Source: an optimization exercise on an open RTL-to-GDS flow (aim: small area and a short achievable clock period). Production flows keep margins and buffers that such runs may drop. At most, simulation tests tie the RTL to the original design; equivalence was not proved. Power figures rest on the tool's default switching activity, not on a simulated workload.

== run 1 ==
## full_mult
module full_mult
(
    input  [3:0] we,
    input  src_clk, rst,
    input  signed [7:0] data_m1_real, data_m1_imag, data_m2_real, data_m2_imag,
    input  [6:0] Dir_M1, Dir_M2,
    output signed [7:0] coefficient
);
==> module full_mult, before the edit <==
module full_mult
(
    input  [3:0] we,
    input  src_clk, rst,
    input  signed [7:0] data_m1_real, data_m1_imag, data_m2_real, data_m2_imag,
    input  [6:0] Dir_M1, Dir_M2,
    output signed [7:0] coefficient
);
reg [511:0] m1r, m1i, m2r, m2i;
reg [3:0] wr_we;
reg [5:0] wr_a1, wr_a2;
reg [7:0] wr_d1r, wr_d1i, wr_d2r, wr_d2i;
always @(posedge src_clk) begin
    wr_we  <= we;
    wr_a1  <= Dir_M1[5:0];
    wr_a2  <= Dir_M2[5:0];
    wr_d1r <= data_m1_real;
    wr_d1i <= data_m1_imag;
    wr_d2r <= data_m2_real;
    wr_d2i <= data_m2_imag;
end
integer w;
always @(posedge src_clk) begin
    for (w = 0; w < 8; w = w + 1) begin
        if (we[0] && Dir_M1[5:0] == w) m1r[8*w +: 8] <= data_m1_real;
        if (we[2] && Dir_M1[5:0] == w) m1i[8*w +: 8] <= data_m1_imag;
        if (we[1] && Dir_M2[5:0] == w) m2r[8*w +: 8] <= data_m2_real;
        if (we[3] && Dir_M2[5:0] == w) m2i[8*w +: 8] <= data_m2_imag;
    end
    for (w = 8; w < 64; w = w + 1) begin
        if (wr_we[0] && wr_a1 == w) m1r[8*w +: 8] <= wr_d1r;
        if (wr_we[2] && wr_a1 == w) m1i[8*w +: 8] <= wr_d1i;
        if (wr_we[1] && wr_a2 == w) m2r[8*w +: 8] <= wr_d2r;
        if (wr_we[3] && wr_a2 == w) m2i[8*w +: 8] <= wr_d2i;
    end
end
reg [6:0] n;
reg [7:0] ih, jh, ih2, jh2;
reg sw;
wire [6:0] n_next = n + 7'd1;
always @(posedge src_clk or negedge rst) begin
    if (!rst) begin
        n   <= 7'd0;
        ih  <= 8'd1;
        jh  <= 8'd1;
        ih2 <= 8'd1;
        jh2 <= 8'd1;
        sw  <= 1'b0;
    end else begin
        n   <= n_next;
        jh  <= {jh[6:0], jh[7]};
        if (n[2:0] == 3'd7) ih <= {ih[6:0], ih[7]};
        ih2 <= 8'd1 << n_next[5:3];
        jh2 <= 8'd1 << n_next[2:0];
        if (n[5:0] == 6'd63) sw <= ~sw;
    end
end
reg [63:0] ar, ai, br, bi;
integer r;
always @(*) begin
    ar = 64'd0; ai = 64'd0; br = 64'd0; bi = 64'd0;
    for (r = 0; r < 8; r = r + 1) begin
        ar = ar | (m1r[64*r +: 64] & {64{ih[r]}});
        ai = ai | (m1i[64*r +: 64] & {64{ih2[r]}});
        br = br | (m2r[64*r +: 64] & {64{jh[r]}});
        bi = bi | (m2i[64*r +: 64] & {64{jh2[r]}});
    end
end
reg [63:0] s1_ar, s1_ai, s1_bx, s1_by;
reg s1_im;
always @(posedge src_clk) begin
    s1_ar <= ar;
    s1_ai <= ai;
    s1_bx <= sw ? bi : br;
    s1_by <= n[6] ? br : bi;
    s1_im <= n[6];
end
reg [63:0] s2_hx0, s2_hx1, s2_hy0, s2_hy1;
reg [7:0]  s2_cx, s2_cy;
reg s2_im;
wire [63:0] hx0, hx1, hy0, hy1;
wire [7:0]  cx, cy;
genvar g;
generate
    for (g = 0; g < 8; g = g + 1) begin : lane
        mulcs8 mx (.a(s1_ar[8*g +: 8]), .b(s1_bx[8*g +: 8]),
                   .h0(hx0[8*g +: 8]), .h1(hx1[8*g +: 8]), .c(cx[g]));
        mulcs8 my (.a(s1_ai[8*g +: 8]), .b(s1_by[8*g +: 8]),
                   .h0(hy0[8*g +: 8]), .h1(hy1[8*g +: 8]), .c(cy[g]));
    end
endgenerate
always @(posedge src_clk) begin
    s2_hx0 <= hx0; s2_hx1 <= hx1; s2_cx <= cx;
    s2_hy0 <= hy0; s2_hy1 <= hy1; s2_cy <= cy;
    s2_im  <= s1_im;
end
reg [63:0] px, py;
integer k;
always @(*) begin
    for (k = 0; k < 8; k = k + 1) begin
        px[8*k +: 8] = s2_hx0[8*k +: 8] + s2_hx1[8*k +: 8] + s2_cx[k];
        py[8*k +: 8] = s2_hy0[8*k +: 8] + s2_hy1[8*k +: 8] + s2_cy[k];
    end
end
reg [31:0] s3_x, s3_y;
reg s3_im;
integer q;
reg signed [8:0] sx, sy;
always @(posedge src_clk) begin
    for (q = 0; q < 4; q = q + 1) begin
        sx = $signed(px[16*q +: 8]) + $signed(px[16*q+8 +: 8]);
        sy = $signed(py[16*q +: 8]) + $signed(py[16*q+8 +: 8]);
        s3_x[8*q +: 8] <= sx[8:1];
        s3_y[8*q +: 8] <= sy[8:1];
    end
    s3_im <= s2_im;
end
reg signed [8:0] lx0, lx1, ly0, ly1, lx, ly;
reg [7:0] s4_x, s4_y;
reg s4_im;
always @(*) begin
    lx0 = $signed(s3_x[7:0])   + $signed(s3_x[15:8]);
    lx1 = $signed(s3_x[23:16]) + $signed(s3_x[31:24]);
    ly0 = $signed(s3_y[7:0])   + $signed(s3_y[15:8]);
    ly1 = $signed(s3_y[23:16]) + $signed(s3_y[31:24]);
    lx  = $signed(lx0[8:1]) + $signed(lx1[8:1]);
    ly  = $signed(ly0[8:1]) + $signed(ly1[8:1]);
end
always @(posedge src_clk) begin
    s4_x  <= lx[8:1];
    s4_y  <= ly[8:1];
    s4_im <= s3_im;
end
reg signed [8:0] fin;
reg [7:0] s5;
always @(*) begin
    if (s4_im) fin = $signed(s4_x) + $signed(s4_y);
    else       fin = $signed(s4_x) - $signed(s4_y);
end
always @(posedge src_clk)
    s5 <= fin[8:1];
assign coefficient = s5;
endmodule
clock: 9.0 ns
lec_check: 0
abc_clock_period_in_ps: 4000
cap_margin: 20
core_margin: 2
core_utilization: 60
cts_buf_list: sky130_fd_sc_hd__clkbuf_16
cts_cluster_diameter: 60
cts_cluster_size: 30
place_density: 0.75
setup_slack_margin: 5
slew_margin: 20
run.sh (not shown) runs the stock make flow with config.mk's settings and CLKGATE_MAP_FILE= SYNTH_SCRIPT=/design/flow/synth_recipe.tcl, a recipe that flattens the netlist after the stock synthesis.
Both conditions hold for run 1: the flow ran to the end and the final layout passed the timing, DRC and antenna checks.
> inputs changed (run 1 -> run 2)
--- a/flow/design.v
+++ b/flow/design.v
@@ -208,6 +208,6 @@
     s3_im <= s2_im;
 end
-reg signed [8:0] lx0, lx1, ly0, ly1, lx, ly;
-reg [7:0] s4_x, s4_y;
+reg signed [8:0] lx0, lx1, ly0, ly1;
+reg [31:0] s4;
 reg s4_im;
 always @(*) begin
@@ -216,20 +216,21 @@
     ly0 = $signed(s3_y[7:0])   + $signed(s3_y[15:8]);
     ly1 = $signed(s3_y[23:16]) + $signed(s3_y[31:24]);
-    lx  = $signed(lx0[8:1]) + $signed(lx1[8:1]);
-    ly  = $signed(ly0[8:1]) + $signed(ly1[8:1]);
-end
-always @(posedge src_clk) begin
-    s4_x  <= lx[8:1];
-    s4_y  <= ly[8:1];
+end
+always @(posedge src_clk) begin
+    s4    <= {ly1[8:1], ly0[8:1], lx1[8:1], lx0[8:1]};
     s4_im <= s3_im;
 end
-reg signed [8:0] fin;
+wire [7:0] fa = s4[7:0], fb = s4[15:8];
+wire [7:0] fc = s4[23:16] ^ {8{~s4_im}}, fd = s4[31:24] ^ {8{~s4_im}};
+wire e1 = s4[0] ^ s4[8];
+wire e2 = s4[16] ^ s4[24];
+wire signed [10:0] se1 = {10'd0, e1}, se2 = {10'd0, e2};
+wire signed [10:0] fk = s4_im ? -se1 - se2 : 11'sd2 - se1 + se2;
+reg signed [10:0] fsum;
 reg [7:0] s5;
-always @(*) begin
-    if (s4_im) fin = $signed(s4_x) + $signed(s4_y);
-    else       fin = $signed(s4_x) - $signed(s4_y);
-end
+always @(*)
+    fsum = $signed(fa) + $signed(fb) + $signed(fc) + $signed(fd) + fk;
 always @(posedge src_clk)
-    s5 <= fin[8:1];
+    s5 <= fsum[9:2];
 assign coefficient = s5;
 endmodule
Run 2 vs. run 1: number of ordinary and repair buffers in the finished layout now sits higher; number of buffers created by CTS decreased by 2 relative to the old numbers; clock distribution power went down; worst setup slack shrank by 0.21 ns; synthesized cell count +186.
Run 2 gives more critical path depth than run 1 did.
In the metrics for run 1 and run 2, the one carrying the higher worst hold slack is run 2.
The global-route usage of run 2 and that of run 1 are within noise of each other.
| number of buffer cells added on primary ports | run 2 vs run 1 | ≈ equal |
Looking at launching element of the worst setup path, the s4_im$_DFF_P_ result is from run 2; the s5[2]$_DFF_P_ one comes from run 1.
Run 1 → run 2: flip-flop and latch count rose by 0.59%; power per cell area down 2.8%; clock skew after layout held; maximum single-stage delay on the critical path lost 0.04 ns; overall routed net length saw an increase.
sky130_fd_sc_hd__clkdlybuf4s50_1 as the library cell contributing the largest single delay on the critical path was reported by run 1, and sky130_fd_sc_hd__fa_1 by run 2.
The RTL of run 2 was laid out without a check of its function.

== old ==
Another version of the RTL of full_mult (not shown whole).
For scale: ~7800 cells after synthesis, ~60 I/O pins, roughly 110000 µm² of cells after synthesis.
==> module full_mult, before the edit <==
module full_mult
(
    input  [3:0] we,
    input  src_clk, rst,
    input  signed [7:0] data_m1_real, data_m1_imag, data_m2_real, data_m2_imag,
    input  [6:0] Dir_M1, Dir_M2,
    output signed [7:0] coefficient
);
reg [511:0] m1r, m1i, m2r, m2i;
integer w;
always @(posedge src_clk) begin
    for (w = 0; w < 64; w = w + 1) begin
        if (we[0] && Dir_M1[5:0] == w) m1r[8*w +: 8] <= data_m1_real;
        if (we[2] && Dir_M1[5:0] == w) m1i[8*w +: 8] <= data_m1_imag;
        if (we[1] && Dir_M2[5:0] == w) m2r[8*w +: 8] <= data_m2_real;
        if (we[3] && Dir_M2[5:0] == w) m2i[8*w +: 8] <= data_m2_imag;
    end
end
reg [6:0] n;
reg [7:0] ih, jh, ih2, jh2;
reg sw;
wire [6:0] n_next = n + 7'd1;
always @(posedge src_clk or negedge rst) begin
    if (!rst) begin
        n   <= 7'd0;
        ih  <= 8'd1;
        jh  <= 8'd1;
        ih2 <= 8'd1;
        jh2 <= 8'd1;
        sw  <= 1'b0;
    end else begin
        n   <= n_next;
        jh  <= {jh[6:0], jh[7]};
        if (n[2:0] == 3'd7) ih <= {ih[6:0], ih[7]};
        ih2 <= 8'd1 << n_next[5:3];
        jh2 <= 8'd1 << n_next[2:0];
        if (n[5:0] == 6'd63) sw <= ~sw;
    end
end
reg [63:0] ar, ai, br, bi;
integer r;
always @(*) begin
    ar = 64'd0; ai = 64'd0; br = 64'd0; bi = 64'd0;
    for (r = 0; r < 8; r = r + 1) begin
        ar = ar | (m1r[64*r +: 64] & {64{ih[r]}});
        ai = ai | (m1i[64*r +: 64] & {64{ih2[r]}});
        br = br | (m2r[64*r +: 64] & {64{jh[r]}});
        bi = bi | (m2i[64*r +: 64] & {64{jh2[r]}});
    end
end
reg [63:0] s1_ar, s1_ai, s1_bx, s1_by;
reg s1_im;
always @(posedge src_clk) begin
    s1_ar <= ar;
    s1_ai <= ai;
    s1_bx <= sw ? bi : br;
    s1_by <= n[6] ? br : bi;
    s1_im <= n[6];
end
reg [63:0] s2_hx0, s2_hx1, s2_hy0, s2_hy1;
reg [7:0]  s2_cx, s2_cy;
reg s2_im;
wire [63:0] hx0, hx1, hy0, hy1;
wire [7:0]  cx, cy;
genvar g;
generate
    for (g = 0; g < 8; g = g + 1) begin : lane
        mulcs8 mx (.a(s1_ar[8*g +: 8]), .b(s1_bx[8*g +: 8]),
                   .h0(hx0[8*g +: 8]), .h1(hx1[8*g +: 8]), .c(cx[g]));
        mulcs8 my (.a(s1_ai[8*g +: 8]), .b(s1_by[8*g +: 8]),
                   .h0(hy0[8*g +: 8]), .h1(hy1[8*g +: 8]), .c(cy[g]));
    end
endgenerate
always @(posedge src_clk) begin
    s2_hx0 <= hx0; s2_hx1 <= hx1; s2_cx <= cx;
    s2_hy0 <= hy0; s2_hy1 <= hy1; s2_cy <= cy;
    s2_im  <= s1_im;
end
wire [31:0] l1x, l1y;
generate
    for (g = 0; g < 4; g = g + 1) begin : avg1
        wire [7:0] xa = s2_hx0[16*g +: 8], xb = s2_hx1[16*g +: 8];
        wire [7:0] xc = s2_hx0[16*g+8 +: 8], xd = s2_hx1[16*g+8 +: 8];
        wire [7:0] xs1 = xa ^ xb ^ xc;
        wire [8:0] xc1 = {(xa & xb) | (xa & xc) | (xb & xc), s2_cx[2*g]};
        wire [8:0] xs2 = {1'b0, xs1} ^ xc1 ^ {1'b0, xd};
        wire [8:0] xk2 = ({1'b0, xs1} & xc1) | ({1'b0, xs1} & {1'b0, xd}) | (xc1 & {1'b0, xd});
        wire [8:0] xsum = xs2 + {xk2[7:0], s2_cx[2*g+1]};
        assign l1x[8*g +: 8] = {~xsum[8], xsum[7:1]};
        wire [7:0] ya = s2_hy0[16*g +: 8], yb = s2_hy1[16*g +: 8];
        wire [7:0] yc = s2_hy0[16*g+8 +: 8], yd = s2_hy1[16*g+8 +: 8];
        wire [7:0] ys1 = ya ^ yb ^ yc;
        wire [8:0] yc1 = {(ya & yb) | (ya & yc) | (yb & yc), s2_cy[2*g]};
        wire [8:0] ys2 = {1'b0, ys1} ^ yc1 ^ {1'b0, yd};
        wire [8:0] yk2 = ({1'b0, ys1} & yc1) | ({1'b0, ys1} & {1'b0, yd}) | (yc1 & {1'b0, yd});
        wire [8:0] ysum = ys2 + {yk2[7:0], s2_cy[2*g+1]};
        assign l1y[8*g +: 8] = {~ysum[8], ysum[7:1]};
    end
endgenerate
reg [31:0] s3_x, s3_y;
reg s3_im;
always @(posedge src_clk) begin
    s3_x  <= l1x;
    s3_y  <= l1y;
    s3_im <= s2_im;
end
wire [7:0] tx, ty;
generate
    for (g = 0; g < 2; g = g + 1) begin : avg23
        wire [31:0] v = g ? s3_y : s3_x;
        wire [6:0] a = {~v[7],  v[6:1]},   b = {~v[15], v[14:9]};
        wire [6:0] c = {~v[23], v[22:17]}, d = {~v[31], v[30:25]};
        wire [6:0] s1 = a ^ b ^ c;
        wire [7:0] c1 = {(a & b) | (a & c) | (b & c), v[0] & v[8]};
        wire [7:0] s2 = {1'b0, s1} ^ c1 ^ {1'b0, d};
        wire [7:0] k2 = ({1'b0, s1} & c1) | ({1'b0, s1} & {1'b0, d}) | (c1 & {1'b0, d});
        wire [8:0] u = {1'b0, s2} + {k2, v[16] & v[24]};
        wire [7:0] t = {~u[8], u[7:1]};
        if (g) begin : gy
            assign ty = t;
        end else begin : gx
            assign tx = t;
        end
    end
endgenerate
reg [7:0] s4_x, s4_y;
reg s4_im;
always @(posedge src_clk) begin
    s4_x  <= tx;
    s4_y  <= ty;
    s4_im <= s3_im;
end
reg signed [8:0] fin;
reg [7:0] s5;
always @(*) begin
    if (s4_im) fin = $signed(s4_x) + $signed(s4_y);
    else       fin = $signed(s4_x) - $signed(s4_y);
end
always @(posedge src_clk)
    s5 <= fin[8:1];
assign coefficient = s5;
endmodule
Settings: LEC_CHECK=0, CAP_MARGIN=20, CORE_MARGIN=2, CORE_UTILIZATION=60, CTS_BUF_LIST=sky130_fd_sc_hd__clkbuf_16, CTS_CLUSTER_DIAMETER=60, CTS_CLUSTER_SIZE=30, PLACE_DENSITY=0.75, SLEW_MARGIN=20; clock period 9.0 ns.
standard.sh (not shown) runs the stock make flow with config.mk's settings and CLKGATE_MAP_FILE= SYNTH_SCRIPT=/design/flow/synth_recipe.tcl, a recipe that flattens the netlist after the stock synthesis.
==> flow/flow/run.sh <==
#!/bin/bash
set -euo pipefail
export SETUP_SLACK_MARGIN=6
export BUFFER_PORTS_ARGS="-buffer_cell sky130_fd_sc_hd__buf_4"
bash standard.sh > standard.log 2>&1
For new, these inputs were changed with respect to old:
--- a/flow/design.v
+++ b/flow/design.v
@@ -106,13 +106,31 @@
     output signed [7:0] coefficient
 );
 reg [511:0] m1r, m1i, m2r, m2i;
+reg [3:0] wr_we;
+reg [5:0] wr_a1, wr_a2;
+reg [7:0] wr_d1r, wr_d1i, wr_d2r, wr_d2i;
+always @(posedge src_clk) begin
+    wr_we  <= we;
+    wr_a1  <= Dir_M1[5:0];
+    wr_a2  <= Dir_M2[5:0];
+    wr_d1r <= data_m1_real;
+    wr_d1i <= data_m1_imag;
+    wr_d2r <= data_m2_real;
+    wr_d2i <= data_m2_imag;
+end
 integer w;
 always @(posedge src_clk) begin
-    for (w = 0; w < 64; w = w + 1) begin
+    for (w = 0; w < 8; w = w + 1) begin
         if (we[0] && Dir_M1[5:0] == w) m1r[8*w +: 8] <= data_m1_real;
         if (we[2] && Dir_M1[5:0] == w) m1i[8*w +: 8] <= data_m1_imag;
         if (we[1] && Dir_M2[5:0] == w) m2r[8*w +: 8] <= data_m2_real;
         if (we[3] && Dir_M2[5:0] == w) m2i[8*w +: 8] <= data_m2_imag;
+    end
+    for (w = 8; w < 64; w = w + 1) begin
+        if (wr_we[0] && wr_a1 == w) m1r[8*w +: 8] <= wr_d1r;
+        if (wr_we[2] && wr_a1 == w) m1i[8*w +: 8] <= wr_d1i;
+        if (wr_we[1] && wr_a2 == w) m2r[8*w +: 8] <= wr_d2r;
+        if (wr_we[3] && wr_a2 == w) m2i[8*w +: 8] <= wr_d2i;
     end
 end
 reg [6:0] n;
==> summary.txt <==
new against old: area added between synthesis and finish lost 1.6 points; total global routing track utilization now larger.
What old reported for routed length per placed instance has to be multiplied by 1.05 to get the figure for new.
According to the power report, total power for new is lower than for old.
new ends up with a highest clock frequency the design can meet that is about 1.6% higher than in old.
Largest driver fanout on the critical path came out higher on new than on old.
Delta (new minus old): latest clock arrival within the worst-skew pair neither gained nor lost much, fraction of power consumed by combinational cells now sits lower.
Every stage of the flow completed for new, and the final layout passed the timing, DRC and antenna checks.
[compare] base=old new=new: first-pass GRT wire length saw an increase, internal cell power saw little to no change, worst-case clock skew saw an increase.
For old, only the layout was checked, not whether the RTL still works.

-- re-timing with driven ports --
Ports are ideal in the flow. The routed layouts listed here were re-timed in OpenROAD.
Step 1 assumes that a clkbuf_16 drives the clock port and a buf_2 every other input.
Step 2 moves the port delays by t, midway between the first and last clock arrival at a register: inputs arrive t later, outputs are due t later. That takes back most of the time a late clock gives input paths.
Three values: ideal, step 1, step 2; two values: the first two.
run | t (ns) | setup slack, ns | worst hold slack (ns)
run 1 | 0.959 | 5.506 / 5.419 / 4.795 | 0.334 / 0.334 / 0.334
run 2 | 0.946 | 5.292 / 5.291 / 4.746 | 0.340 / 0.340 / 0.340
old | 0.939 | 5.721 / 5.721 / 4.858 | 0.337 / 0.337 / 0.337
new | 0.922 | 5.773 / 5.773 / 5.182 | 0.335 / 0.335 / 0.335
After both steps setup and hold are still met in every run listed. For old, which loses most, drivers alone change the setup slack by 0.000 ns; drivers and shift together by -0.863 ns.
